This is an optimization exercise on Yosys and OpenROAD, whose aim is small area, not a production implementation.
Function was checked by simulation only, so behaviour that the tests miss may differ from the original.
No driver is modelled on the clock port, so clocking that relies on it looks cheaper here than on a real chip.
Power is estimated from default activity; no workload was simulated.

==> flow/abc_area.script <==
strash; dch -f; amap; topo; stime -c
==> config.mk <==
export PLATFORM = sky130hd
export DESIGN_NAME = t11_cpu
export DESIGN_NICKNAME = t11_cpu
export VERILOG_FILES = /design/flow/design.v
export SDC_FILE = /design/flow/constraint.sdc
export NUM_CORES = 4
export LEC_CHECK = 0
export ABC_AREA = 1
export CAP_MARGIN = 20
export CORE_MARGIN = 2
export CORE_UTILIZATION = 40
export GPL_TIMING_DRIVEN = 0
export SLEW_MARGIN = 20
==> constraint.sdc <==
create_clock -name core_clock -period 11.0 [get_ports {clk}]
set_input_delay 2.2000 -clock core_clock [delete_from_list [all_inputs] [get_ports {clk}]]
set_output_delay 2.2000 -clock core_clock [all_outputs]
set_load 0.01 [all_outputs]
==> standard.sh <==
#!/bin/bash
# synth_recipe.tcl (not shown) runs the flow's synth.tcl, then flattens the netlist and writes it again
# the make line also repeats each setting of config.mk as NAME=value (left out here)
make -C /OpenROAD-flow-scripts/flow DESIGN_CONFIG=/design/flow/config.mk WORK_HOME=/design/flow/orfs CLKGATE_MAP_FILE= SYNTH_SCRIPT=/design/flow/synth_recipe.tcl "${@:-finish}"
==> design.v <==
module t11_cpu(
  input         clk,
  input         reset,
  output [15:0] addr,
  input  [15:0] din,
  output [15:0] dout,
  output        wr_n
);
localparam F0 = 5'd0;   
localparam F1 = 5'd1;   
localparam F2 = 5'd2;   
localparam J0 = 5'd3;   
localparam N2 = 5'd4;   
localparam B0 = 5'd5;   
localparam B1 = 5'd6;
localparam B2 = 5'd7;
localparam B3 = 5'd8;   
localparam B4 = 5'd9;
localparam B5 = 5'd10;  
localparam PS = 5'd11;  
localparam D1 = 5'd12;  
localparam PD = 5'd13;  
localparam S0 = 5'd16;
localparam T0 = 5'd20;
reg [127:0] RF;         
reg [15:0]  W1, IR, DI;
reg         Z;
reg [4:0]   st;
wire       i6 = IR[15];
wire [2:0] i5 = IR[14:12];
wire [2:0] i4 = IR[11:9];
wire [2:0] i3 = IR[8:6];
wire [2:0] i2 = IR[5:3];
wire [2:0] i1 = IR[2:0];
wire rt   = st[4];
wire dst  = st[2];
wire [1:0] step = st[1:0];
wire src  = rt & ~dst;
wire dstr = rt & dst;
wire [2:0] smode = i5 == 3'd0 ? i2 : i5 == 3'd1 ? i4 : {i5[1:0], 1'b0};
wire [2:0] mode  = dst ? i2 : smode;
wire m0   = mode == 3'd0;
wire m1   = mode == 3'd1;
wire m24  = mode == 3'd2 || mode == 3'd4;    
wire m35  = mode == 3'd3 || mode == 3'd5;    
wire mdec = mode[2];                          
wire m67  = mode[2] & mode[1];
wire s_addr_r  = (st == F0) | (rt & step == 2'd0 & ~m0 & ~m67);
wire s_addr_di = rt & step == 2'd1 & m35;
wire s_wr      = dstr & ((step == 2'd0 & (m1 | m24)) | (step == 2'd1 & m35));
wire s_w1_rd   = src & step == 2'd0 & m0;                        
wire s_w1_di   = src & ((step == 2'd1 & (m1 | m24)) | (step == 2'd2 & m35));
wire s_incdec  = rt & ((step == {~dst, dst} & m24) | (step == {1'b1, ~dst} & m35));
wire s_t0      = dstr & step == 2'd0 & m0;                       
wire last      = rt & (m0 | m67 & step == 2'd0 | s_incdec | (m1 & step == {1'b0, ~dst}));
wire use_pc = (st == F0) | (st == F2) | (st == B5);
wire [2:0] ridx = ~rt ? 3'd7 : (dst | i5 == 3'd0) ? i1 : i3;
wire sel_w1 = (st == D1) | s_t0;
wire sel_di = s_addr_di | s_w1_di;
wire sel_rf = use_pc | s_addr_r | s_w1_rd | s_incdec;
wire sel_ps = reset & (st == J0);
reg [15:0] pc_rst;
always @(*)
  case (din[15:13])
    3'd0: pc_rst = 16'hc004;
    3'd1: pc_rst = 16'h8004;
    3'd2: pc_rst = 16'h4004;
    3'd3: pc_rst = 16'h2004;
    3'd4: pc_rst = 16'h1004;
    3'd5: pc_rst = 16'h0004;
    3'd6: pc_rst = 16'hf604;
    default: pc_rst = 16'hf404;
  endcase
reg [15:0] X;
integer k;
always @(*) begin
  X = ({16{sel_w1}} & W1) | ({16{sel_di}} & DI) | ({16{sel_ps}} & pc_rst);
  for (k = 0; k < 8; k = k + 1)
    X = X | ({16{sel_rf && ridx == k}} & RF[k*16 +: 16]);
end
wire w2 = ~i6 | (i1[2:1] == 2'b11);
wire sub = (s_incdec & mdec) | (st == D1) | (st == B5) | (st == B4);
wire [4:0] K = (st == B5) ? {IR[3:0], 1'b0} :
               (st == F2 | s_incdec) ? {3'b000, w2, ~w2} :
               (st == D1 | st == B4) ? 5'd1 : 5'd0;
wire [15:0] Kx = {11'd0, K} ^ {16{sub}};
reg [15:0] ALU;
reg [16:0] c;
integer b;
always @(*) begin
  c[0] = sub;
  for (b = 0; b < 16; b = b + 1) begin
    ALU[b] = X[b] ^ Kx[b] ^ c[b];
    c[b+1] = (X[b] & Kx[b]) | (c[b] & (X[b] ^ Kx[b]));
    if (b == 8)
      c[9] = sub ? (c[5] | (|X[8:5])) : (c[5] & (&X[8:5]));
    if (b == 12)
      c[13] = sub ? (c[9] | (|X[12:9])) : (c[9] & (&X[12:9]));
  end
end
assign addr = (s_addr_r | s_addr_di) ? X : 16'd0;
assign dout = W1;
assign wr_n = ~s_wr;
wire rf_we = ~reset & ((st == F2) | (st == B5) | s_incdec | s_t0);
wire [2:0] widx = use_pc ? 3'd7 : src ? i3 : i1;
integer r;
always @(posedge clk) begin
  for (r = 0; r < 8; r = r + 1) begin
    if ((rf_we && widx == r) || (reset && r == 7)) begin
      RF[r*16 +: 8] <= ALU[7:0];
      if (!i6 || reset) RF[r*16+8 +: 8] <= ALU[15:8];
    end
  end
end
wire w1_we = ~reset & (s_w1_rd | s_w1_di | (st == D1) | (st == B1) | (st == B4));
always @(posedge clk) begin
  if (w1_we) W1[7:0] <= ALU[7:0];
  if (w1_we & ~i6) W1[15:8] <= ALU[15:8];
end
always @(posedge clk) begin
  DI <= din;
  if (st == F1) IR[7:0] <= DI[7:0];
  if (st == F1 && !i6) IR[14:8] <= DI[14:8];
  if (reset) IR[15] <= 1'b0;
  else if (st == F1 && !i6) IR[15] <= DI[15];
end
always @(posedge clk) begin
  if (st == D1) Z <= W1 == 16'd1;    
  else if (st == B3) Z <= IR[3:0] == 4'd0 && (~i6 || W1[14:8] == 7'd0);
end
reg [4:0] nst;
always @(*) begin
  case (st)
    F0: nst = F1;
    F1: nst = F2;
    F2: nst = i5 == 3'd0 ? (i4 == 3'd0 ? F0 : i4 == 3'd1 ? B0 : i4 == 3'd5 ? PS : J0) :
              i5 == 3'd1 ? PS :
              (i5 == 3'd4 || i5 == 3'd5 || i5 == 3'd6) ? S0 : J0;
    N2: nst = J0;
    B0: nst = Z ? N2 : B1;
    B1: nst = B2;
    B2: nst = B3;
    B3: nst = B4;
    B4: nst = B5;
    B5: nst = J0;
    PS: nst = S0;
    D1: nst = PD;
    PD: nst = T0;
    default:
      if (rt) begin
        if (m67 && step == 2'd0) nst = F0;
        else if (last) nst = dst ? (i5 == 3'd1 ? N2 : J0) :
                                   (i5 == 3'd1 ? PD : i5 == 3'd0 ? D1 : J0);
        else nst = st + 5'd1;
      end else nst = F0;    
  endcase
end
always @(posedge clk)
  if (reset) st <= J0;
  else st <= nst;
endmodule
==> flow/run.sh <==
#!/bin/bash
# The standard layout (standard.sh) with three changes:
#  - synthesis maps the logic with ABC's area-oriented mapper (flow/abc_area.script,
#    used through ABC_AREA=1 from a copy of the ORFS scripts folder); the synthesis
#    script itself and every register it makes are unchanged;
#  - ports are buffered with the smallest buffer (buf_1);
#  - CTS builds its tree from clkbuf_8 and adds no dummy loads.
set -e
cp standard.sh standard_sh_copy.log
rm -rf scripts_abc_area
cp -r "$FLOW_HOME/scripts" scripts_abc_area
cp flow/abc_area.script scripts_abc_area/abc_area.script
SCRIPTS_DIR="$PWD/scripts_abc_area" bash standard.sh synth > standard_synth.log 2>&1
export BUFFER_PORTS_ARGS="-buffer_cell sky130_fd_sc_hd__buf_1"
export CTS_ARGS="-sink_clustering_enable -repair_clock_nets -dont_use_dummy_load -buf_list sky130_fd_sc_hd__clkbuf_8"
bash standard.sh > standard_finish.log 2>&1
==> reports/results.ini, run 1 <==
[global_route]
antenna_found_initial=0
grtUsageTotal_pct=21.3
grt_pass1_wl_um=31100
grt.overflow.total=0
grt_max_degree=17
grt_pass1_vias=5209

[yosys]
synth-async-reset-ratio_pct=0
syn_area_per_cell_um2=13.7
synth_ff_type=edfxtp_1
synth_edf_count=160
ys_ff_latch=182
synth-compound-area-share_pct=13.3
syn-num-nets=586
synthTopCellsByArea=edfxtp_1 (64%), dfxtp_1 (5.8%), fa_1 (3.2%), nor2_1 (2.9%), a222oi_1 (2.9%)
synth_cell_types=38
yosysTopAreaCell=edfxtp_1
synth_top_family_by_area=compound AO/OA/AOI/OAI gates
ys_seq_area_share_pct=69.4
netlist_area_mm2=0.00756
synth_top_area_share_pct=63.6
synth_fa_ha_area_share_pct=4.17
synthCells=550
synthSimpleGateAreaFrac_pct=10.7
synthMuxAreaShare_pct=0
yosys_warnings=1
synthXorXnorAreaFrac_pct=0.116

[final_layout]
area_growth_pct=13.7
multi_input_area_mm2=0.00224
post_route_cells_drive_above_1_share_pct=9.66
nNetsFinal=680
final_cell_area_mm2=0.00860
n_fill_cell=1659
diodes=0
ff_latch_area_mm2=0.00525

[clock_network]
clkTransAtPathRegs_ns=0.07
clk_latency_ns=0.47
cts_buffers=17
cts_setup_buffers=0
cts_hold_buffers=0
cts-root-buf=clkbuf_8
cts.sinks=182
cts_max_level=4
cts-resized-gates=0
cts_tree=done
clockBufferDepth=2

[hold_path]
hold_path_class=flip-flop to flip-flop
hold_depth=0
worstHoldEndpoint=IR[14]
min_from=DI[14]

[job]
maxCapViolCount=0

[pwr]
ir_worst_vdd_v=0.000104
p_leak_nw=2.73
powerDensity_mw_per_mm2=255

[sta]
max_slew_margin_pct=21.5
period_needed_ns=9.39
fmaxAchievable_ghz=0.106
worst_pin_slew_ns=1.18
tns_ns=0
slew_violations=0
finalCritPeriodShare_pct=85.4
hold_viol=0
setup-violations-final=0
rsz0062_at_grt=false
clock_skew_ns=0.0348

[worst_setup_path]
slowest_stage=nor4_2
rr_worst_depth=25
cp-end-kind=flip-flop
critical_path_buf_inv_count=3
crit_type=flip-flop to flip-flop
r2r_setup_slack_ns=1.61
start_kind=flip-flop
required_ns=11.13
r2r-start=IR[13]
arrival_ns=9.53
path_delay_family=adder cells
slowest_delay_ns=0.94
reg2reg_to=W1[12]
crit_fanout=9
cp_common_cell=fa_1

[placement]
placed_area_mm2=0.00836
gp_congestion=0.851
port_buffers=50
hpwl_um=15000

[routing]
antenna_left=0
drc=0
dr_total_vias=5320
wl_per_cell_um=23.6
first_pass_iters=8
drt-vias-per-instance=6.07
drtIter0Drc=556
wirelength_um=20700

[floorplanning]
io_pins=51
dieArea_mm2=0.0200
core_area_mm2=0.0186
fp.dieH_um=141
row_count=50
die_w_um=141
initial_core_util_pct=40.5

[status]
status=no timing/DRC/antenna violations

## layer usage
layer  global-route usage, %  vias up  part of all wire, %
li1                        -     2365                    -
met1                    28.2     2634                   41
met2                    34.2      279                   49
met3                    4.22       42                  7.7
met4                    9.32        0                  2.9
met5                       0        -                    0
## logic make-up after synthesis
| kind of cell | Yosys count |
|---|---|
| AO/OA/AOI/OAI | 132 |
| XOR/XNOR | 1 |
| adder cells (fa/ha/maj) | 18 |
| buffers and inverters | 47 |
| flip-flops | 182 |
| AND/OR/NAND/NOR | 170 |
## flip-flops by register name, summed over array words and instances, names as in the netlist
register / flops
st: 5
RF: 128
DI: 16
Z: 1
W1: 16
IR: 16
## stage by stage
step	cells	power (mW)	worst slack (ns)	hold slack (ns)	util, %
after floorplan	550	1.57	3.09	0.407	-
after detailed placement	859	1.86	1.68	0.422	44.8
final	876	2.19	1.61	0.437	46.1
after global routing	876	2.31	0.973	0.447	46.1
after CTS	876	2.20	1.63	0.439	46.1
after global placement	834	1.79	1.34	0.420	43.1
## cells in the final DEF (no fill, tap or decap), types with 13 or more instances in the layout
cell / n
edfxtp_1: 160
nor2_1: 58
buf_1: 50
clkinv_1: 47
nand2_1: 26
a22oi_1: 24
dfxtp_1: 22
a222oi_1: 22
nor3_2: 17
clkbuf_8: 17
buf_4: 17
a21oi_1: 14
nor2b_1: 14
o21ai_0: 14
nor3_1: 13
## final cells by class
type / instances / share of cell area, %
clock buffers: 17 / 2.72
inverters: 47 / 2.05
multi-input cells: 321 / 26.1
flip-flops and latches: 182 / 61.0
well taps: 234 / 3.41
repair buffers: 75 / 4.76
## worst max path at each step
stage | start | end | slack [ns] | cells after the start
2_1_floorplan | IR[14] | RF[108] | 3.09 | 25
3_3_place_gp | IR[13] | RF[12] | 1.34 | 25
3_5_place_dp | IR[13] | RF[12] | 1.68 | 25
4_1_cts | IR[13] | W1[12] | 1.63 | 25
5_1_grt | IR[13] | W1[12] | 0.97 | 25
6_report | IR[13] | W1[12] | 1.61 | 25
## report_power, final
part | switching (mW) | total (mW) | internal, mW
Combinational | 0.544 | 0.769 | 0.224
Clock | 0.199 | 0.335 | 0.136
Sequential | 0.0462 | 1.09 | 1.04
## Yosys cell counts (5+ instances only)
library cell	n
edfxtp_1	160
nor2_1	59
clkinv_1	47
nor3_1	30
nand2_1	26
a22oi_1	24
a222oi_1	22
dfxtp_1	22
o21ai_0	15
a21oi_1	14
nor2b_1	14
a221oi_1	12
fa_1	12
nand4_1	12
o22ai_1	12
nor4_1	10
ha_1	6
nand3_1	6
a22o_1	5
or2_0	5
==> inputs of run 2 (changes only) <==
--- a/config.mk
+++ b/config.mk
@@ -11,3 +11,3 @@
 export CORE_UTILIZATION = 40
-export GPL_TIMING_DRIVEN = 0
+export PLACE_DENSITY = 0.8
 export SLEW_MARGIN = 20
==> run 2 against run 1 <==
Net effect: area after synthesis stayed put; routed wire length is 4.0% lower; clock-buffer cell count stayed put; clock power hardly changed; still clean; critical path depth is 2 higher; register-to-register slack better by 0.88 ns; combinational power is 2% lower; sequential share of layout area is 0.75 points higher; power is 0.41% lower; via count is 0.41% lower.
==> reports/results.ini, run 2 <==
[worst_setup_path]
start_kind=flip-flop
r2r_setup_slack_ns=2.49  ; +0.88 ns
rr_worst_depth=27  ; +8.0%
arrival_ns=8.67  ; -0.86 ns
required_ns=11.16  ; +0.03 ns
crit_type=flip-flop to flip-flop
crit_fanout=16  ; +7
r2r-start=IR[13]
cp-end-kind=flip-flop
reg2reg_to=W1[12]

[yosys]
ys_seq_area_share_pct=69.4  ; unchanged
synth_top_area_share_pct=63.6  ; unchanged
yosysTopAreaCell=edfxtp_1
synthCells=550  ; unchanged
synth_edf_count=160  ; unchanged
netlist_area_mm2=0.00756  ; unchanged
synth_cell_types=38  ; unchanged
yosys_warnings=1  ; unchanged
syn-num-nets=586  ; unchanged
synth_ff_type=edfxtp_1
synthTopCellsByCount=edfxtp_1 (160), nor2_1 (59), clkinv_1 (47)
syn_area_per_cell_um2=13.7  ; unchanged
synth.most_common_cell=edfxtp_1
synth-async-reset-ratio_pct=0  ; unchanged
ys_ff_latch=182  ; unchanged
synthTopCellsByArea=edfxtp_1 (64%), dfxtp_1 (5.8%), fa_1 (3.2%), nor2_1 (2.9%), a222oi_1 (2.9%)

[clock_network]
cts_buffers=17  ; unchanged
cts_setup_buffers=0  ; unchanged
clkTransAtPathRegs_ns=0.09  ; +0.02 ns
cts_hold_buffers=0  ; unchanged
cts_max_level=4  ; unchanged
clk_latency_ns=0.46  ; about the same
cts-resized-gates=0  ; unchanged
clockBufferDepth=2  ; unchanged
cts_tree=done
cts.sinks=182  ; unchanged
cts-root-buf=clkbuf_8

[sta]
tns_ns=0  ; unchanged
period_needed_ns=8.51  ; -0.882 ns
setup-violations-final=0  ; unchanged
max_slew_margin_pct=27.5  ; +6.0 points
clock_skew_ns=0.0402  ; +0.00548 ns
slew_violations=0  ; unchanged
finalCritPeriodShare_pct=77.4  ; -8.0 points
hold_viol=0  ; unchanged
rsz0062_at_grt=false
worst_pin_slew_ns=1.08  ; -0.0962 ns
fmaxAchievable_ghz=0.117  ; +10%

[final_layout]
final_cell_mix=edfxtp_1 (160), nor2_1 (59), buf_1 (50)
utilization_pct=45.6  ; -0.56 points
post_route_cells_drive_above_1_share_pct=7.66  ; -2.0 points
diodes=0  ; unchanged
top_register=RF
nNetsFinal=678  ; -0.29%
area_growth_pct=12.4
largest_reg_flops=128  ; unchanged
ff_latch_area_mm2=0.00525  ; unchanged
layout.cells.non_filler=874  ; -0.23%
n_fill_cell=1625  ; -2.0%
multi_input_area_mm2=0.00218  ; -2.5%
final_common_cell=edfxtp_1

[floorplanning]
io_pins=51  ; unchanged
dieArea_mm2=0.0200  ; unchanged
initial_core_util_pct=40.5  ; unchanged
die_w_um=141  ; unchanged
fp.dieH_um=141  ; unchanged
core_area_mm2=0.0186  ; unchanged
row_count=50  ; unchanged

[status]
status=no timing/DRC/antenna violations

[routing]
drc=0  ; unchanged
wl_per_cell_um=22.7  ; -3.8%
wirelength_um=19900  ; -4.0%
antenna_left=0  ; unchanged
drtIter0Drc=778  ; +40%
drt-vias-per-instance=6.06  ; -0.19%
dr_total_vias=5298  ; -0.41%
first_pass_iters=6  ; -2

[hold_path]
hold_path_class=flip-flop to flip-flop
hold_depth=0  ; unchanged
min_from=DI[9]
worstHoldEndpoint=IR[9]

[placement]
place_inst=857  ; -0.23%
port_buffers=50  ; unchanged
hpwl_um=13900  ; -7.1%
gp_congestion=0.968  ; +14%

[global_route]
antenna_found_initial=0  ; unchanged
grt_pass1_wl_um=30300  ; -2.4%
grt_max_degree=17  ; unchanged
grt.overflow.total=0  ; unchanged
grt_pass1_vias=5137  ; -1.4%
grtUsageTotal_pct=20.3  ; -0.95 points

[pwr]
ir_worst_vdd_v=0.0000855  ; -18%
p_leak_nw=2.70  ; -1.3%
powerDensity_mw_per_mm2=257  ; +0.81%

[job]
maxCapViolCount=0  ; unchanged

[run 2: report_power, final]
| group | switching (mW) | internal, mW | total [mW] |
|---|---|---|---|
| combinational | 0.539 | 0.218 | 0.757 |
| clock | 0.200 | 0.137 | 0.336 |
| sequential | 0.0478 | 1.04 | 1.09 |
| total | 0.786 | 1.40 | 2.19 |
[run 2: logic make-up after synthesis]
family / count (synthesis) / share of synthesized area, %
XOR/XNOR: 1 / 0.116
AND/OR/NAND/NOR: 170 / 10.7
adder cells (fa/ha/maj): 18 / 4.17
buffers and inverters: 47 / 2.33
AO/OA/AOI/OAI: 132 / 13.3
flip-flops: 182 / 69.4
[run 2: worst max-delay path: stages (launching register included)]
cell and delay, ns:
edfxtp_1 0.37, or2_0 0.24, nor2_1 0.10, nor2_1 0.28, clkinv_1 0.24, a21boi_0 0.37
nand2_1 0.17, and3_1 0.24, a31oi_1 0.19, nor2_1 0.11, nor4_1 0.20, buf_4 0.23
nor3_2 0.05, buf_4 0.21, a222oi_1 0.41, nand4_1 0.18, clkinv_1 0.11, o22ai_1 0.11
fa_1 0.47, fa_1 0.48, fa_1 0.46, fa_1 0.50, nor4_1 0.22, o21ai_0 0.21
fa_1 0.50, fa_1 0.46, fa_1 0.44, o21ai_0 0.66
[run 2: cell type report]
class / count / area share (%)
Clock buffer: 17 / 2.75
Inverter: 47 / 2.08
Multi-Input combinational cell: 321 / 25.7
Sequential cell: 182 / 61.8
Tap cell: 234 / 3.45
Timing Repair Buffer: 73 / 4.24
[run 2: routing by layer]
layer / part of all wire, % / GRT usage [%] / vias up
met5: 0 / 0 / -
met4: 3.5 / 9.53 / 0
met3: 8.9 / 3.37 / 47
met2: 49 / 32.9 / 292
met1: 38 / 26.9 / 2595
li1: - / - / 2364
[run 2: through the flow]
step	total power [mW]	worst slack, ns	area (µm²)	hold slack, ns
final	2.19	2.49	8490	0.415
after global routing	2.30	1.87	8490	0.435
after floorplan	1.57	3.09	7560	0.407
after global placement	1.82	2.95	8260	0.432
after detailed placement	1.85	2.56	8260	0.450
after CTS	2.18	2.53	8490	0.425
[run 2: worst max path at each step]
stage / start / end / cells past startpoint
finish: IR[13] / W1[12] / 27
global route: IR[14] / W1[12] / 28
CTS: IR[13] / RF[28] / 27
detailed placement: IR[13] / RF[76] / 27
global placement: IR[13] / RF[76] / 27
floorplan: IR[14] / RF[108] / 25
==> inputs of run 3 (changes only) <==
--- a/config.mk
+++ b/config.mk
@@ -11,3 +11,2 @@
 export CORE_UTILIZATION = 40
-export PLACE_DENSITY = 0.8
 export SLEW_MARGIN = 20
==> run 3 against run 2 <==
Net effect: still clean on timing, DRC and antenna; worst hold slack improved by 0.031 ns; die area is the same; register-to-register slack better by 0.07 ns; non-clock buffer count decreased by 6; setup slack improved by 0.073 ns; utilization is 0.12 points lower; sequential power barely moved; area after synthesis is the same; critical path type unchanged; critical endpoint is now RF[12]; largest cell class unchanged.
==> reports/results.ini, run 3 <==
[status]
status=no timing/DRC/antenna violations

[clock_network]
cts_hold_buffers=0  ; unchanged
cts_buffers=17  ; unchanged
cts_setup_buffers=0  ; unchanged
cts.sinks=182  ; unchanged
cts_max_level=4  ; unchanged
clockBufferDepth=2  ; unchanged
cts_tree=done
cts-root-buf=clkbuf_8
cts-resized-gates=0  ; unchanged
clk_latency_ns=0.47  ; about the same
clkTransAtPathRegs_ns=0.07  ; -0.02 ns

[routing]
dr_total_vias=5282  ; -0.30%
antenna_left=0  ; unchanged
wirelength_um=20700  ; +3.9%
drt-vias-per-instance=6.09  ; +0.39%
first_pass_iters=6  ; unchanged
wl_per_cell_um=23.8  ; +4.6%
drc=0  ; unchanged
drtIter0Drc=793  ; +1.9%

[worst_setup_path]
arrival_ns=8.58  ; -0.09 ns
start_kind=flip-flop
crit_fanout=16  ; unchanged
crit_type=flip-flop to flip-flop
slowest_delay_ns=0.66  ; about the same
required_ns=11.15  ; about the same
cp_common_cell=fa_1
slowest_stage=o21ai_0
cp-end-kind=flip-flop

[job]
maxCapViolCount=0  ; unchanged

[final_layout]
n_fill_cell=1718  ; +5.7%
ff_latch_area_mm2=0.00525  ; unchanged
area_growth_pct=12.1
largest_reg_flops=128  ; unchanged
post_route_cells_drive_above_1_share_pct=7.26  ; -0.40 points
top_register=RF
final_common_cell=edfxtp_1
multi_input_area_mm2=0.00221  ; +1.0%
layout.cells.non_filler=868  ; -0.69%
nNetsFinal=672  ; -0.88%
final_cell_mix=edfxtp_1 (160), nor2_1 (59), buf_1 (50)
diodes=0  ; unchanged

[floorplanning]
fp.dieH_um=141  ; unchanged
initial_core_util_pct=40.5  ; unchanged
dieArea_mm2=0.0200  ; unchanged
core_area_mm2=0.0186  ; unchanged
io_pins=51  ; unchanged
die_w_um=141  ; unchanged
row_count=50  ; unchanged

[placement]
place_inst=851  ; -0.70%
gp_congestion=0.880  ; -9.1%
port_buffers=50  ; unchanged
hpwl_um=14400  ; +3.4%

[yosys]
synth_cell_types=38  ; unchanged
ys_seq_area_share_pct=69.4  ; unchanged
syn-num-nets=586  ; unchanged
synth_top_area_share_pct=63.6  ; unchanged
synth_edf_count=160  ; unchanged
synthCells=550  ; unchanged
syn_area_per_cell_um2=13.7  ; unchanged
yosysTopAreaCell=edfxtp_1
yosys_warnings=1  ; unchanged
synthTopCellsByCount=edfxtp_1 (160), nor2_1 (59), clkinv_1 (47)
synth.most_common_cell=edfxtp_1
synthTopCellsByArea=edfxtp_1 (64%), dfxtp_1 (5.8%), fa_1 (3.2%), nor2_1 (2.9%), a222oi_1 (2.9%)
synth-async-reset-ratio_pct=0  ; unchanged
ys_ff_latch=182  ; unchanged
netlist_area_mm2=0.00756  ; unchanged
synth_ff_type=edfxtp_1

[sta]
worst_pin_slew_ns=1.11  ; +0.0345 ns
hold_viol=0  ; unchanged
fmaxAchievable_ghz=0.119  ; +0.87%
period_needed_ns=8.44  ; -0.0730 ns
setup-violations-final=0  ; unchanged
clock_skew_ns=0.0380  ; -0.00225 ns
finalCritPeriodShare_pct=76.7  ; -0.66 points
slew_violations=0  ; unchanged
max_slew_margin_pct=25.6  ; -1.9 points
rsz0062_at_grt=false
tns_ns=0  ; unchanged

[global_route]
grtUsageTotal_pct=21.3  ; +1.0 points
grt_pass1_vias=5321  ; +3.6%
grt_pass1_wl_um=31400  ; +3.5%
antenna_found_initial=0  ; unchanged
grt_max_degree=17  ; unchanged
grt.overflow.total=0  ; unchanged

[hold_path]
hold_path_class=flip-flop to flip-flop

[pwr]
ir_worst_vdd_v=0.000103  ; +20%
powerDensity_mw_per_mm2=258  ; +0.28%
finalPower_mw=2.19  ; about the same
p_leak_nw=2.68  ; -0.64%

-- run 3: through the flow --
| stage | hold slack, ns | cell area, µm² | setup slack (ns) | utilization (%) |
|---|---|---|---|---|
| after floorplan | 0.407 | 7560 | 3.09 | - |
| after global placement | 0.436 | 8230 | 2.74 | 44.2 |
| after detailed placement | 0.436 | 8230 | 2.38 | 44.2 |
| after CTS | 0.459 | 8470 | 2.37 | 45.4 |
| after global routing | 0.470 | 8470 | 1.81 | 45.4 |
| final | 0.446 | 8470 | 2.56 | 45.4 |
-- run 3: worst max-delay path: cells and delay by family (launching register included) --
| kind | cells | cell delay, ns |
|---|---|---|
| adders and majority gates | 7 | 3.28 |
| AOI/OAI and AO/OA | 7 | 2.11 |
| buffers and inverters | 2 | 0.35 |
| DFF | 1 | 0.36 |
| and+or+nand+nor | 10 | 2.01 |
-- run 3: worst paths after layout --
kind | startpoint | endpoint | slack (ns) | cells past startpoint
hold / removal | DI[14] | IR[14] | 0.45 | 0
setup / recovery | IR[13] | RF[12] | 2.56 | 26
setup reg to reg | IR[13] | RF[12] | 2.56 | 26
hold reg to reg | DI[14] | IR[14] | 0.45 | 0
-- run 3: layout make-up --
class | count | area share [%]
timing repair buffer | 67 | 3.72
inverter | 47 | 2.08
sequential | 182 | 61.9
tap | 234 | 3.46
clock buffer | 17 | 2.76
multi-input combinational | 321 | 26.1
-- run 3: report_power, final --
part	total (mW)	switching [mW]	internal, mW
logic	0.757	0.542	0.215
registers	1.09	0.0466	1.04
clock network	0.338	0.201	0.137
total	2.19	0.790	1.40
-- run 3: routing by layer --
layer | track usage (%) | routed length (µm)
met1 | 28.3 | 8520
met2 | 34.8 | 10000
met3 | 4.72 | 1620
met4 | 7.47 | 512
met5 | 0 | 0
-- run 3: kinds of logic after synthesis --
| kind of cell | count (synthesis) | synth area share, % |
|---|---|---|
| adders and majority gates | 18 | 4.17 |
| buffers and inverters | 47 | 2.33 |
| DFF | 182 | 69.4 |
| and+or+nand+nor | 170 | 10.7 |
| AOI/OAI and AO/OA | 132 | 13.3 |
| xor gates and xnor gates | 1 | 0.116 |
==> inputs of run 4 (changes only) <==
--- a/config.mk
+++ b/config.mk
@@ -8,5 +8,5 @@
 export ABC_AREA = 1
-export CAP_MARGIN = 20
+export CAP_MARGIN = 0
 export CORE_MARGIN = 2
 export CORE_UTILIZATION = 40
-export SLEW_MARGIN = 20
+export SLEW_MARGIN = 0
==> run 4 against run 3 <==
Net effect: utilization is essentially flat; fmax fell by 2.0%; register-to-register slack lost 0.18 ns; global-route usage is the same; synthesized cell count unchanged; via count down 0.80%; clock-buffer cell count unchanged; cell area is essentially flat; sequential cell count is the same; non-clock buffer count unchanged; largest cell class unchanged; highest routed layer unchanged.
==> reports/results.ini, run 4 <==
[status]
status=no timing/DRC/antenna violations

[yosys]
synthTopCellsByArea=edfxtp_1 (64%), dfxtp_1 (5.8%), fa_1 (3.2%), nor2_1 (2.9%), a222oi_1 (2.9%)
yosysTopAreaCell=edfxtp_1
synth_cell_types=38  ; unchanged
synth_ff_type=edfxtp_1
synth_top_area_share_pct=63.6  ; unchanged
synth.most_common_cell=edfxtp_1
syn-num-nets=586  ; unchanged
synth-async-reset-ratio_pct=0  ; unchanged
synthCells=550  ; unchanged
yosys_warnings=1  ; unchanged
syn_area_per_cell_um2=13.7  ; unchanged
ys_seq_area_share_pct=69.4  ; unchanged
ys_ff_latch=182  ; unchanged
synth_edf_count=160  ; unchanged
synthTopCellsByCount=edfxtp_1 (160), nor2_1 (59), clkinv_1 (47)
netlist_area_mm2=0.00756  ; unchanged

[routing]
first_pass_iters=5  ; -1
wl_per_cell_um=23.8  ; about the same
drtIter0Drc=756  ; -4.7%
wirelength_um=20700  ; about the same
antenna_left=0  ; unchanged
dr_total_vias=5240  ; -0.80%
drc=0  ; unchanged
drt-vias-per-instance=6.04  ; -0.80%

[sta]
max_slew_margin_pct=23.3  ; -2.3 points
hold_viol=0  ; unchanged
clock_skew_ns=0.0385  ; +0.000465 ns
finalCritPeriodShare_pct=78.3  ; +1.6 points
period_needed_ns=8.61  ; +0.176 ns
tns_ns=0  ; unchanged
worst_hold_slack_ns=0.448  ; +0.00154 ns
setup-violations-final=0  ; unchanged
fmaxAchievable_ghz=0.116  ; -2.0%
layout_setup_ws_ns=2.39  ; -0.176 ns
worst_pin_slew_ns=1.12  ; +0.00793 ns
slew_violations=0  ; unchanged
rsz0062_at_grt=false

[global_route]
gr-usage-met2_pct=34.8  ; unchanged
grtUsageTotal_pct=21.3  ; unchanged
grt.overflow.total=0  ; unchanged
grt_max_degree=17  ; unchanged
antenna_found_initial=0  ; unchanged
grt_pass1_wl_um=31400  ; unchanged
grt_pass1_vias=5321  ; unchanged
use_met3_pct=4.72  ; unchanged
grt-busiest-layer=met2
met1_usage_pct=28.3  ; unchanged

[clock_network]
cts_setup_buffers=0  ; unchanged
cts-root-buf=clkbuf_8
cts.sinks=182  ; unchanged
clk_latency_ns=0.47  ; about the same
cts_tree=done
clkTransAtPathRegs_ns=0.07  ; about the same
cts_max_level=4  ; unchanged
clockBufferDepth=2  ; unchanged
cts-resized-gates=0  ; unchanged
cts_hold_buffers=0  ; unchanged
cts_buffers=17  ; unchanged

[final_layout]
utilization_pct=45.4  ; about the same
largest_reg_flops=128  ; unchanged
final_cell_area_mm2=0.00847  ; about the same
ff_latch_area_mm2=0.00525  ; unchanged
final_cell_mix=edfxtp_1 (160), nor2_1 (59), buf_1 (50)
post_route_cells_drive_above_1_share_pct=7.26  ; unchanged
nNetsFinal=672  ; unchanged
n_fill_cell=1718  ; unchanged
final_common_cell=edfxtp_1
diodes=0  ; unchanged
multi_input_area_mm2=0.00220  ; -0.11%
area_growth_pct=12.0  ; about the same
top_register=RF

[floorplanning]
fp.dieH_um=141  ; unchanged
row_count=50  ; unchanged
initial_core_util_pct=40.5  ; unchanged
dieArea_mm2=0.0200  ; unchanged
core_area_mm2=0.0186  ; unchanged
io_pins=51  ; unchanged
die_w_um=141  ; unchanged

[placement]
dpl_worst_slack_ns=2.38  ; unchanged
port_buffers=50  ; unchanged
hpwl_um=14400  ; unchanged
gp_congestion=0.880  ; unchanged
placed_area_mm2=0.00823  ; unchanged

[worst_setup_path]
rr_worst_depth=26  ; unchanged
reg2reg_to=RF[12]
cp-end-kind=flip-flop
r2r_setup_slack_ns=2.39  ; -0.18 ns
required_ns=11.15  ; about the same
crit_type=flip-flop to flip-flop
crit_fanout=16  ; unchanged
start_kind=flip-flop
r2r-start=IR[14]
arrival_ns=8.76  ; +0.18 ns

[job]
maxCapViolCount=0  ; unchanged

[hold_path]
min_from=DI[14]
hold_depth=0  ; unchanged
worstHoldEndpoint=IR[14]
hold_path_class=flip-flop to flip-flop

[pwr]
p_leak_nw=2.68  ; about the same
powerDensity_mw_per_mm2=258  ; -0.17%
ir_worst_vdd_v=0.000102  ; -0.77%

-- run 4: cell counts after synthesis --
No cell type changed its count.
-- run 4: power breakdown --
| group | internal, mW | total (mW) | leakage (nW) | switching, mW |
|---|---|---|---|---|
| combinational | 0.214 | 0.754 | 0.885 | 0.540 |
| sequential | 1.04 | 1.09 | 1.67 | 0.0464 |
| clock | 0.137 | 0.337 | 0.122 | 0.200 |
-- run 4: worst max path at each step --
| stage | from | to | slack [ns] | depth (start not counted) |
|---|---|---|---|---|
| after floorplan | IR[14] | RF[108] | 3.09 | 25 |
| after global routing | IR[13] | W1[12] | 1.68 | 26 |
| final | IR[14] | RF[12] | 2.39 | 26 |
| after detailed placement | IR[14] | RF[108] | 2.38 | 26 |
| after global placement | IR[13] | RF[108] | 2.74 | 26 |
| after CTS | IR[14] | W1[12] | 2.37 | 26 |
-- run 4: cells by family (layout without fill, tap and decap cells) --
kind of cell | Yosys count | in the layout | share of synthesized area, %
xor gates and xnor gates | 1 | 1 | 0.116
DFF | 182 | 182 | 69.4
AOI/OAI and AO/OA | 132 | 132 | 13.3
and+or+nand+nor | 170 | 170 | 10.7
adders and majority gates | 18 | 18 | 4.17
buffers and inverters | 47 | 131 | 2.33
-- run 4: final cells by class --
type	instances	share of cell area, %
sequential	182	61.9
multi-input combinational	321	26.0
timing repair buffer	67	3.72
tap	234	3.46
clock buffer	17	2.76
inverter	47	2.08
-- run 4: critical path, cell delays in order, from the launching register on --
cell and delay (ns):
edfxtp_1 0.36, or2_0 0.23, nor2_1 0.09, nor2_1 0.31
clkinv_1 0.25, a21boi_0 0.36, nand2_1 0.16, and3_1 0.24
a31oi_1 0.20, nor2_1 0.06, a21oi_1 0.13, nor2_1 0.07
or2_0 0.60, a222oi_1 0.49, nand4_1 0.18, clkinv_1 0.10
o22ai_1 0.11, fa_1 0.46, fa_1 0.47, fa_1 0.46
fa_1 0.50, nor4_1 0.20, o21ai_0 0.21, fa_1 0.49
fa_1 0.46, fa_1 0.44, o21ai_0 0.66
-- run 4: layer usage --
metal / vias to the layer above / part of all wire (%)
met3: 36 / 7.6
met5: - / 0
li1: 2362 / -
met1: 2592 / 41
met2: 250 / 49
met4: 0 / 2.2
-- run 4: through the flow --
step	total power, mW	cells
2_1_floorplan	1.57	550
3_3_place_gp	1.84	851
3_5_place_dp	1.86	851
4_1_cts	2.20	868
5_1_grt	2.30	868
6_report	2.18	868
==> inputs of run 5 (changes only) <==
--- a/flow/run.sh
+++ b/flow/run.sh
@@ -1,3 +1,3 @@
 #!/bin/bash
-# The standard layout (standard.sh) with three changes:
+# The standard layout (standard.sh) with four changes:
 #  - synthesis maps the logic with ABC's area-oriented mapper (flow/abc_area.script,
@@ -6,3 +6,5 @@
 #  - ports are buffered with the smallest buffer (buf_1);
-#  - CTS builds its tree from clkbuf_8 and adds no dummy loads.
+#  - CTS builds its tree from clkbuf_8 and adds no dummy loads;
+#  - after CTS, leaf clock buffers with few sinks become clkbuf_4
+#    (flow/clk_leaf_resize.tcl).
 set -e
@@ -15,2 +17,4 @@
 export CTS_ARGS="-sink_clustering_enable -repair_clock_nets -dont_use_dummy_load -buf_list sky130_fd_sc_hd__clkbuf_8"
+bash standard.sh cts > standard_cts.log 2>&1
+RES_DIR="$PWD/orfs/results/sky130hd/t11_cpu/base" openroad -no_init -exit flow/clk_leaf_resize.tcl > clk_leaf_resize.log 2>&1
 bash standard.sh > standard_finish.log 2>&1
==> flow/clk_leaf_resize.tcl (new file) <==
# After CTS: leaf clock buffers that drive at most LEAF_MAX flip-flop clock
# pins are swapped from clkbuf_8 to the smaller clkbuf_4 (same pins, same
# origin; the smaller cell stays inside the old one's sites).
set res $::env(RES_DIR)
set leaf_max 12
read_db $res/4_1_cts.odb
set db [ord::get_db]
set small [$db findMaster sky130_fd_sc_hd__clkbuf_4]
set n 0
foreach inst [[ord::get_db_block] getInsts] {
  if {[[$inst getMaster] getName] != "sky130_fd_sc_hd__clkbuf_8"} { continue }
  set net [[$inst findITerm X] getNet]
  set sinks 0
  set leaf 1
  foreach it [$net getITerms] {
    if {[$it getInst] == $inst} { continue }
    incr sinks
    if {[[$it getMTerm] getName] != "CLK"} { set leaf 0 }
  }
  if {$leaf && $sinks <= $leaf_max} {
    $inst swapMaster $small
    incr n
    puts "resized [$inst getName]: $sinks sinks"
  }
}
puts "clock leaf buffers resized: $n"
write_db $res/4_1_cts.odb
--- a/config.mk
+++ b/config.mk
@@ -8,5 +8,5 @@
 export ABC_AREA = 1
-export CAP_MARGIN = 0
+export CAP_MARGIN = 20
 export CORE_MARGIN = 2
 export CORE_UTILIZATION = 40
-export SLEW_MARGIN = 0
+export SLEW_MARGIN = 20
==> run 5 against run 4 <==
Net effect: die area unchanged; register-to-register slack gained 0.15 ns; cell area down 0.71%; critical path depth up 1; highest routed layer unchanged; still clean on timing, DRC and antenna; largest cell class unchanged; synthesized cell count unchanged; largest power group unchanged; clock-buffer cell count unchanged.
==> reports/results.ini, run 5 <==
[worst_setup_path]
slowest_delay_ns=0.68  ; +0.02 ns
required_ns=11.13  ; -0.02 ns
crit_fanout=16  ; unchanged
crit_type=flip-flop to flip-flop
slowest_stage=o21ai_0
cp-end-kind=flip-flop
path_delay_family=adder cells
start_kind=flip-flop
arrival_ns=8.60  ; -0.16 ns
critical_path_buf_inv_count=4  ; +2
cp_common_cell=fa_1

[final_layout]
layout.cells.non_filler=868  ; unchanged
area_growth_pct=11.2
top_register=RF
diodes=0  ; unchanged
utilization_pct=45.1  ; -0.32 points
largest_reg_flops=128  ; unchanged
nNetsFinal=672  ; unchanged
final_cell_mix=edfxtp_1 (160), nor2_1 (59), buf_1 (50)
post_route_cells_drive_above_1_share_pct=7.26  ; unchanged
final_common_cell=edfxtp_1

[floorplanning]
dieArea_mm2=0.0200  ; unchanged
row_count=50  ; unchanged
die_w_um=141  ; unchanged
initial_core_util_pct=40.5  ; unchanged
fp.dieH_um=141  ; unchanged
io_pins=51  ; unchanged
core_area_mm2=0.0186  ; unchanged

[sta]
layout_setup_ws_ns=2.53  ; +0.148 ns
setup-violations-final=0  ; unchanged
worst_hold_slack_ns=0.455  ; +0.00759 ns
max_slew_margin_pct=27.2  ; +4.0 points
slew_violations=0  ; unchanged
period_needed_ns=8.47  ; -0.148 ns
hold_viol=0  ; unchanged
finalCritPeriodShare_pct=77.0  ; -1.3 points
fmaxAchievable_ghz=0.118  ; +1.7%
rsz0062_at_grt=false
clock_skew_ns=0.0394  ; +0.000932 ns
tns_ns=0  ; unchanged
worst_pin_slew_ns=1.09  ; -0.0325 ns

[yosys]
synthTopCellsByCount=edfxtp_1 (160), nor2_1 (59), clkinv_1 (47)
synth_edf_count=160  ; unchanged
synthCells=550  ; unchanged
syn_area_per_cell_um2=13.7  ; unchanged
synth.most_common_cell=edfxtp_1
synth_cell_types=38  ; unchanged
ys_ff_latch=182  ; unchanged
synth_top_area_share_pct=63.6  ; unchanged
syn-num-nets=586  ; unchanged
netlist_area_mm2=0.00756  ; unchanged
synthTopCellsByArea=edfxtp_1 (64%), dfxtp_1 (5.8%), fa_1 (3.2%), nor2_1 (2.9%), a222oi_1 (2.9%)
ys_seq_area_share_pct=69.4  ; unchanged
yosysTopAreaCell=edfxtp_1
synth-async-reset-ratio_pct=0  ; unchanged
synth_ff_type=edfxtp_1
yosys_warnings=1  ; unchanged

[clock_network]
cts-root-buf=clkbuf_8
cts_buffers=17  ; unchanged
clk_latency_ns=0.46  ; about the same
cts_setup_buffers=0  ; unchanged
clkTransAtPathRegs_ns=0.10  ; +0.03 ns
clockBufferDepth=2  ; unchanged
cts_hold_buffers=0  ; unchanged
cts_tree=done
cts.sinks=182  ; unchanged
cts_max_level=4  ; unchanged
cts-resized-gates=0  ; unchanged

[pwr]
p_leak_nw=2.65  ; -0.87%
powerDensity_mw_per_mm2=254  ; -1.2%
ir_worst_vdd_v=0.0000985  ; -3.3%

[global_route]
grt.overflow.total=0  ; unchanged
grt_max_degree=17  ; unchanged
grtUsageTotal_pct=21.3  ; unchanged
grt_pass1_vias=5321  ; unchanged
grt_pass1_wl_um=31400  ; about the same
antenna_found_initial=0  ; unchanged

[hold_path]
hold_path_class=flip-flop to flip-flop

[routing]
wirelength_um=20700  ; about the same
first_pass_iters=7  ; +2
wl_per_cell_um=23.8  ; about the same
drtIter0Drc=763  ; +0.93%
antenna_left=0  ; unchanged
drt-vias-per-instance=6.07  ; +0.63%
drc=0  ; unchanged
dr_total_vias=5273  ; +0.63%

[placement]
port_buffers=50  ; unchanged
hpwl_um=14400  ; unchanged
gp_congestion=0.880  ; unchanged
dpl_worst_slack_ns=2.38  ; unchanged
place_inst=851  ; unchanged

[status]
status=no timing/DRC/antenna violations

[job]
maxCapViolCount=0  ; unchanged

## run 5: changes by cell type in the layout (fill, tap and decap cells not counted)
cell,change
or2_0,-1
clkbuf_8,-10
a2111oi_1,+2
clkbuf_4,+10
or2_1,+1
a2111oi_0,-2
## run 5: worst paths after layout
path / slack [ns] / to / start / depth (start not counted)
setup / recovery: 2.53 / RF[108] / IR[13] / 27
hold / removal: 0.46 / IR[2] / DI[2] / 0
setup reg to reg: 2.53 / RF[108] / IR[13] / 27
hold reg to reg: 0.46 / IR[2] / DI[2] / 0
## run 5: final cells by class
type,instances,area [µm²]
well taps,234,293
inverters,47,176
clock buffers,17,171
multi-input cells,321,2210
fillers,1729,10200
flip-flops and latches,182,5250
repair buffers,67,315
## run 5: logic make-up (layout without fill, tap and decap cells)
family / Yosys count / after routing / share of synthesized area, %
and+or+nand+nor: 170 / 170 / 10.7
xor gates and xnor gates: 1 / 1 / 0.116
adders and majority gates: 18 / 18 / 4.17
buffers and inverters: 47 / 131 / 2.33
AOI/OAI and AO/OA: 132 / 132 / 13.3
DFF: 182 / 182 / 69.4
## run 5: stage by stage
step	power, mW	instance area [µm²]
after global placement	1.84	8230
after CTS	2.20	8470
after detailed placement	1.86	8230
after global routing	2.26	8410
final	2.14	8410
after floorplan	1.57	7560
## run 5: routing by layer
| layer | track usage, % | wire length (µm) | up-vias | part of all wire (%) |
|---|---|---|---|---|
| li1 | - | - | 2360 | - |
| met1 | 28.3 | 8480 | 2607 | 41 |
| met2 | 34.8 | 9960 | 269 | 48 |
| met3 | 4.72 | 1730 | 37 | 8.4 |
| met4 | 7.47 | 490 | 0 | 2.4 |
| met5 | 0 | 0 | - | 0 |
## run 5: worst register-to-register path, stage by stage, from the launching register on
cell	delay, ns
edfxtp_1	0.37
or2_0	0.24
nor2_1	0.10
nor2_1	0.30
clkinv_1	0.24
a21boi_0	0.36
nand2_1	0.16
and3_1	0.24
a31oi_1	0.16
nor2_1	0.12
nor4_1	0.19
buf_4	0.24
nor3_2	0.05
buf_4	0.21
a222oi_1	0.41
nand4_1	0.18
clkinv_1	0.10
o22ai_1	0.11
fa_1	0.46
fa_1	0.47
fa_1	0.46
fa_1	0.50
nor4_1	0.20
o21ai_0	0.21
fa_1	0.49
fa_1	0.46
fa_1	0.44
o21ai_0	0.68
## run 5: report_power, final
part           internal [mW]  switching (mW)
registers               1.04          0.0464
clock network         0.0991           0.196
logic                  0.215           0.539
total                   1.36           0.782
==> inputs of run 6 (changes only) <==
--- a/flow/clk_leaf_resize.tcl
+++ b/flow/clk_leaf_resize.tcl
@@ -4,3 +4,3 @@
 set res $::env(RES_DIR)
-set leaf_max 12
+set leaf_max 11
 read_db $res/4_1_cts.odb
==> run 6 against run 5 <==
Net effect: fmax about the same; via count shrank 0.61%; worst hold slack got worse by 0.00056 ns; critical endpoint is now RF[12]; largest power group unchanged.
==> reports/results.ini, run 6 <==
[sta]
worst_hold_slack_ns=0.455  ; -0.000556 ns
max_slew_margin_pct=27.4  ; +0.11 points
finalCritPeriodShare_pct=76.9  ; about the same
period_needed_ns=8.46  ; -0.00796 ns
worst_pin_slew_ns=1.09  ; -0.00166 ns
slew_violations=0  ; unchanged
hold_viol=0  ; unchanged
fmaxAchievable_ghz=0.118  ; about the same
clock_skew_ns=0.0376  ; -0.00179 ns
setup-violations-final=0  ; unchanged
rsz0062_at_grt=false
tns_ns=0  ; unchanged

[yosys]
synth_edf_count=160  ; unchanged
synth-compound-area-share_pct=13.3  ; unchanged
yosysTopAreaCell=edfxtp_1
synthXorXnorAreaFrac_pct=0.116  ; unchanged
synth_top_family_by_area=compound AO/OA/AOI/OAI gates
synth-async-reset-ratio_pct=0  ; unchanged
synth.most_common_cell=edfxtp_1
synthCells=550  ; unchanged
yosys_warnings=1  ; unchanged
syn-num-nets=586  ; unchanged
syn_area_per_cell_um2=13.7  ; unchanged
synthSimpleGateAreaFrac_pct=10.7  ; unchanged
netlist_area_mm2=0.00756  ; unchanged
synthTopCellsByCount=edfxtp_1 (160), nor2_1 (59), clkinv_1 (47)
synth_ff_type=edfxtp_1
synth_cell_types=38  ; unchanged
synth_fa_ha_area_share_pct=4.17  ; unchanged
synthTopCellsByArea=edfxtp_1 (64%), dfxtp_1 (5.8%), fa_1 (3.2%), nor2_1 (2.9%), a222oi_1 (2.9%)
ys_seq_area_share_pct=69.4  ; unchanged
synthMuxAreaShare_pct=0  ; unchanged
ys_ff_latch=182  ; unchanged
synth_top_area_share_pct=63.6  ; unchanged

[global_route]
grt_max_degree=17  ; unchanged
grt.overflow.total=0  ; unchanged
antenna_found_initial=0  ; unchanged
grt_pass1_wl_um=31400  ; about the same
grt_pass1_vias=5321  ; unchanged
grtUsageTotal_pct=21.3  ; about the same

[final_layout]
area_growth_pct=11.5
multi_input_area_mm2=0.00221  ; unchanged
utilization_pct=45.2  ; +0.10 points
largest_reg_flops=128  ; unchanged
diodes=0  ; unchanged
top_register=RF
n_fill_cell=1724  ; -0.29%
ff_latch_area_mm2=0.00525  ; unchanged
nNetsFinal=672  ; unchanged
layout.cells.non_filler=868  ; unchanged
post_route_cells_drive_above_1_share_pct=7.26  ; unchanged
final_common_cell=edfxtp_1
final_cell_mix=edfxtp_1 (160), nor2_1 (59), buf_1 (50)

[pwr]
ir_worst_vdd_v=0.0000993  ; +0.86%
p_leak_nw=2.66  ; +0.29%
powerDensity_mw_per_mm2=256  ; +0.44%

[clock_network]
cts_max_level=4  ; unchanged
cts-resized-gates=0  ; unchanged
clk_latency_ns=0.46  ; about the same
cts_tree=done
cts_setup_buffers=0  ; unchanged
cts_buffers=17  ; unchanged
cts_hold_buffers=0  ; unchanged
cts-root-buf=clkbuf_8
cts.sinks=182  ; unchanged
clkTransAtPathRegs_ns=0.10  ; about the same
clockBufferDepth=2  ; unchanged

[floorplanning]
io_pins=51  ; unchanged
row_count=50  ; unchanged
fp.dieH_um=141  ; unchanged
dieArea_mm2=0.0200  ; unchanged
die_w_um=141  ; unchanged
initial_core_util_pct=40.5  ; unchanged
core_area_mm2=0.0186  ; unchanged

[placement]
gp_congestion=0.880  ; unchanged
port_buffers=50  ; unchanged
hpwl_um=14400  ; unchanged
place_inst=851  ; unchanged

[routing]
wl_per_cell_um=23.8  ; -0.18%
drt-vias-per-instance=6.04  ; -0.61%
antenna_left=0  ; unchanged
drtIter0Drc=782  ; +2.5%
wirelength_um=20600  ; -0.18%
dr_total_vias=5241  ; -0.61%
first_pass_iters=6  ; -1
drc=0  ; unchanged

[worst_setup_path]
rr_worst_depth=27  ; unchanged
arrival_ns=8.58  ; -0.02 ns
required_ns=11.12  ; about the same
start_kind=flip-flop
crit_fanout=16  ; unchanged
reg2reg_to=RF[12]
r2r-start=IR[13]
crit_type=flip-flop to flip-flop
r2r_setup_slack_ns=2.54  ; about the same
cp-end-kind=flip-flop

[job]
maxCapViolCount=0  ; unchanged

[status]
status=no timing/DRC/antenna violations

[hold_path]
hold_depth=0  ; unchanged
min_from=DI[14]
worstHoldEndpoint=IR[14]
hold_path_class=flip-flop to flip-flop

-- run 6: cell counts after synthesis --
No cell type changed its count.
-- run 6: worst max-delay path: stages, from the launching register on --
cell and delay (ns):
edfxtp_1 0.37, or2_0 0.23, nor2_1 0.10, nor2_1 0.30, clkinv_1 0.24, a21boi_0 0.35
nand2_1 0.16, and3_1 0.24, a31oi_1 0.16, nor2_1 0.12, nor4_1 0.19, buf_4 0.24
nor3_2 0.05, buf_4 0.21, a222oi_1 0.41, nand4_1 0.18, clkinv_1 0.10, o22ai_1 0.11
fa_1 0.46, fa_1 0.47, fa_1 0.46, fa_1 0.50, nor4_1 0.19, o21ai_0 0.21
fa_1 0.49, fa_1 0.46, fa_1 0.44, o21ai_0 0.66
-- run 6: power by group --
group	total (mW)	internal, mW	switching (mW)
clock	0.308	0.110	0.198
combinational	0.755	0.215	0.540
sequential	1.09	1.04	0.0467
total	2.15	1.37	0.784
-- run 6: stage by stage --
| stage | cell area [µm²] | total power, mW | setup slack, ns |
|---|---|---|---|
| 2_1_floorplan | 7560 | 1.57 | 3.09 |
| 3_3_place_gp | 8230 | 1.84 | 2.74 |
| 3_5_place_dp | 8230 | 1.86 | 2.38 |
| 4_1_cts | 8470 | 2.20 | 2.37 |
| 5_1_grt | 8430 | 2.27 | 1.77 |
| 6_report | 8430 | 2.15 | 2.54 |
-- run 6: how the worst max path moves through the flow --
stage / startpoint / endpoint / cells after the start
6_report: IR[13] / RF[12] / 27
5_1_grt: IR[13] / RF[12] / 28
4_1_cts: IR[14] / W1[12] / 26
3_5_place_dp: IR[14] / RF[108] / 26
3_3_place_gp: IR[13] / RF[108] / 26
2_1_floorplan: IR[14] / RF[108] / 25
-- run 6: cell type report --
type / count / share of cell area, %
inverter: 47 / 2.09
multi-input combinational: 321 / 26.2
timing repair buffer: 67 / 3.74
tap: 234 / 3.47
clock buffer: 17 / 2.26
sequential: 182 / 62.2
-- run 6: per-layer routing --
metal	track usage [%]	wire length (µm)	up-vias	part of all wire, %
met5	0	0	-	0
met4	7.47	426	0	2.1
met3	4.72	1560	29	7.6
met2	34.8	10000	256	49
met1	28.4	8630	2596	42
li1	-	-	2360	-
-- run 6: kinds of logic after synthesis --
family	count (synthesis)
buffers and inverters	47
flip-flops	182
AND/OR/NAND/NOR	170
AO/OA/AOI/OAI	132
XOR/XNOR	1
adder cells (fa/ha/maj)	18
==> inputs of run 7 (changes only) <==
--- a/flow/run.sh
+++ b/flow/run.sh
@@ -2,3 +2,4 @@
 # The standard layout (standard.sh) with four changes:
-#  - synthesis maps the logic with ABC's area-oriented mapper (flow/abc_area.script,
+#  - synthesis restructures the logic with ABC (&deepsyn, iteration-bound so it is
+#    deterministic) and maps it with the area-oriented mapper (flow/abc_area.script,
 #    used through ABC_AREA=1 from a copy of the ORFS scripts folder); the synthesis
==> flow/abc_area.script (replaced) <==
&get -n
&deepsyn -I 3 -J 200
&put
dch -f
amap
topo
stime -c
==> run 7 against run 6 <==
Net effect: via count is 1.3% lower; cell count is 1.2% lower; highest routed layer unchanged; still clean; first-iteration DRC count is 11% lower.
==> reports/results.ini, run 7 <==
[sta]
max_slew_margin_pct=26.4  ; -0.94 points
worst_pin_slew_ns=1.10  ; +0.00792 ns
slew_violations=0  ; unchanged
rsz0062_at_grt=false
period_needed_ns=9.99  ; +1.53 ns
hold_viol=0  ; unchanged
layout_setup_ws_ns=1.01  ; -1.53 ns
tns_ns=0  ; unchanged
setup-violations-final=0  ; unchanged
fmaxAchievable_ghz=0.100  ; -15%
finalCritPeriodShare_pct=90.8  ; +14 points
clock_skew_ns=0.0358  ; -0.00180 ns
worst_hold_slack_ns=0.434  ; -0.0207 ns

[pwr]
finalPower_mw=1.98  ; -7.8%
p_leak_nw=2.63  ; -0.97%
powerDensity_mw_per_mm2=239  ; -6.6%
ir_worst_vdd_v=0.0000717  ; -28%

[yosys]
ys_seq_area_share_pct=70.1  ; +0.71 points
synth_cell_types=39  ; +2.6%
synthCells=540  ; -1.8%
ys_ff_latch=182  ; unchanged
yosys_warnings=1  ; unchanged
synth_top_area_share_pct=64.2  ; +0.65 points
synthTopCellsByCount=edfxtp_1 (160), nor2_1 (60), clkinv_1 (43)
syn_area_per_cell_um2=13.9  ; +0.82%
syn-num-nets=576  ; -1.7%
synth-async-reset-ratio_pct=0  ; unchanged
netlist_area_mm2=0.00748  ; -1.0%
synth.most_common_cell=edfxtp_1
synthTopCellsByArea=edfxtp_1 (64%), dfxtp_1 (5.9%), a222oi_1 (4.5%), fa_1 (3.2%), nor2_1 (3.0%)
yosysTopAreaCell=edfxtp_1
synth_ff_type=edfxtp_1
synth_edf_count=160  ; unchanged

[routing]
dr_total_vias=5173  ; -1.3%
drtIter0Drc=699  ; -11%
drt-vias-per-instance=6.03  ; -0.15%
drc=0  ; unchanged
wl_per_cell_um=24.0  ; +1.0%
antenna_left=0  ; unchanged
first_pass_iters=7  ; +1
wirelength_um=20600  ; -0.16%

[clock_network]
cts_max_level=4  ; unchanged
cts_hold_buffers=0  ; unchanged
cts-resized-gates=0  ; unchanged
cts_buffers=17  ; unchanged
clkTransAtPathRegs_ns=0.11  ; about the same
cts.sinks=182  ; unchanged
clockBufferDepth=2  ; unchanged
cts_setup_buffers=0  ; unchanged
cts-root-buf=clkbuf_8
cts_tree=done
clk_latency_ns=0.45  ; about the same

[worst_setup_path]
start_kind=flip-flop
cp-end-kind=flip-flop
slowest_delay_ns=0.62  ; -0.04 ns
required_ns=11.16  ; +0.04 ns
cp_common_cell=fa_1
crit_fanout=16  ; unchanged
crit_type=flip-flop to flip-flop
arrival_ns=10.14  ; +1.56 ns
slowest_stage=dfxtp_1

[floorplanning]
row_count=50  ; unchanged
fp.dieH_um=141  ; -0.49%
die_w_um=141  ; -0.49%
io_pins=51  ; unchanged
core_area_mm2=0.0185  ; -0.67%
dieArea_mm2=0.0198  ; -0.99%
initial_core_util_pct=40.4  ; -0.14 points

[global_route]
grt_max_degree=21  ; +4
antenna_found_initial=0  ; unchanged
grtUsageTotal_pct=21.5  ; +0.15 points
grt.overflow.total=0  ; unchanged
grt_pass1_wl_um=31100  ; -0.82%
grt_pass1_vias=5155  ; -3.1%

[placement]
hpwl_um=14000  ; -2.8%
port_buffers=50  ; unchanged
gp_congestion=0.876  ; -0.35%
dpl_worst_slack_ns=0.810  ; -1.57 ns

[status]
status=no timing/DRC/antenna violations

[final_layout]
diodes=0  ; unchanged
nNetsFinal=662  ; -1.5%
final_common_cell=edfxtp_1
n_fill_cell=1680  ; -2.6%
final_cell_mix=edfxtp_1 (160), nor2_1 (60), buf_1 (50)
post_route_cells_drive_above_1_share_pct=6.73  ; -0.52 points
ff_latch_area_mm2=0.00525  ; unchanged
top_register=RF
largest_reg_flops=128  ; unchanged
multi_input_area_mm2=0.00212  ; -3.8%
area_growth_pct=11.1

[hold_path]
hold_path_class=flip-flop to flip-flop

[job]
maxCapViolCount=0  ; unchanged

-- run 7: cell count changes after synthesis, moves of 5 or more --
cell      change
a221oi_1      -5
a222oi_1     +12
a22oi_1      -13
nand3_1       +6
nor3_1        -8
nor4_1        -6
o21ai_0       +8
-- run 7: metrics by stage --
| stage | instance area [µm²] | instances | util [%] |
|---|---|---|---|
| final | 8320 | 858 | 44.9 |
| after global routing | 8320 | 858 | 44.9 |
| after CTS | 8370 | 858 | 45.2 |
| after detailed placement | 8130 | 841 | 43.9 |
| after global placement | 8130 | 841 | 43.9 |
| after floorplan | 7480 | 540 | - |
-- run 7: final cells by class --
cell class / instances / share of cell area [%]
Inverter: 43 / 1.94
Sequential cell: 182 / 63.1
Tap cell: 234 / 3.52
Timing Repair Buffer: 67 / 3.79
Multi-Input combinational cell: 315 / 25.5
Clock buffer: 17 / 2.14
-- run 7: worst max-delay path, delay by kind of cell (launching register included) --
family	cells	cell delay (ns)
AO/OA/AOI/OAI	12	3.08
adder cells (fa/ha/maj)	7	3.29
buffers and inverters	4	1.02
flip-flops	1	0.62
AND/OR/NAND/NOR	8	1.68
-- run 7: path summary, 6_finish.rpt --
| kind | cells after the start | from | to | slack (ns) |
|---|---|---|---|---|
| max | 31 | st[2] | RF[12] | 1.01 |
| min | 0 | DI[14] | IR[14] | 0.43 |
| max reg2reg | 31 | st[2] | RF[12] | 1.01 |
| min reg2reg | 0 | DI[14] | IR[14] | 0.43 |
-- run 7: where the power goes --
group	total [mW]	switching [mW]	leakage (nW)	internal, mW
logic	0.647	0.465	0.866	0.183
registers	1.04	0.0421	1.67	0.997
clock network	0.298	0.195	0.0989	0.103
-- run 7: logic make-up after synthesis --
kind of cell / count (synthesis) / synth area share [%]
buffers and inverters: 43 / 2.16
adders and majority gates: 18 / 4.21
and+or+nand+nor: 170 / 10.7
DFF: 182 / 70.1
AOI/OAI and AO/OA: 127 / 12.8
-- run 7: routing by layer --
layer	GRT usage, %	wire length, µm	share of wire [%]	vias up
met2	33.8	9770	47	245
met1	29.2	8450	41	2575
met3	3.63	1480	7.2	51
met5	0	0	0	-
met4	10.5	894	4.3	0
li1	-	-	-	2302

re-timing with driven ports:
In the flow no input, the clock included, has a driving cell. The finished layouts below were timed again as built, in two steps. Step 1 sets driving cells, clkbuf_16 on the clock port and buf_2 on the other inputs (assumed; they add their load-dependent delay and slew). Step 2 adds t to the input delays and takes it off the output delays; t is the mean of the earliest and latest rising clock arrival at the registers after step 1. Input paths then give back, and output paths get back, about the clock's delay inside the block. Three values: no drivers, after step 1, after step 2; two values: the first two.
run	t (ns)	setup slack, ns	clock arrival spread, ns	worst register clock-pin slew, ns	worst slew at a driven data input, ns
run 1	0.493	1.607 / 1.607 / 1.607	0.035 / 0.035	0.09 / 0.09	0.03
run 2	0.480	2.489 / 2.489 / 2.489	0.041 / 0.041	0.10 / 0.10	0.04
run 3	0.492	2.562 / 2.562 / 2.562	0.038 / 0.038	0.10 / 0.10	0.04
run 4	0.489	2.386 / 2.386 / 2.386	0.039 / 0.038	0.10 / 0.10	0.04
run 5	0.479	2.534 / 2.534 / 2.534	0.039 / 0.039	0.12 / 0.12	0.04
run 6	0.482	2.541 / 2.541 / 2.541	0.038 / 0.037	0.11 / 0.11	0.04
run 7	0.479	1.014 / 1.014 / 1.014	0.036 / 0.035	0.11 / 0.11	0.03
After both steps every run listed still meets setup and hold.
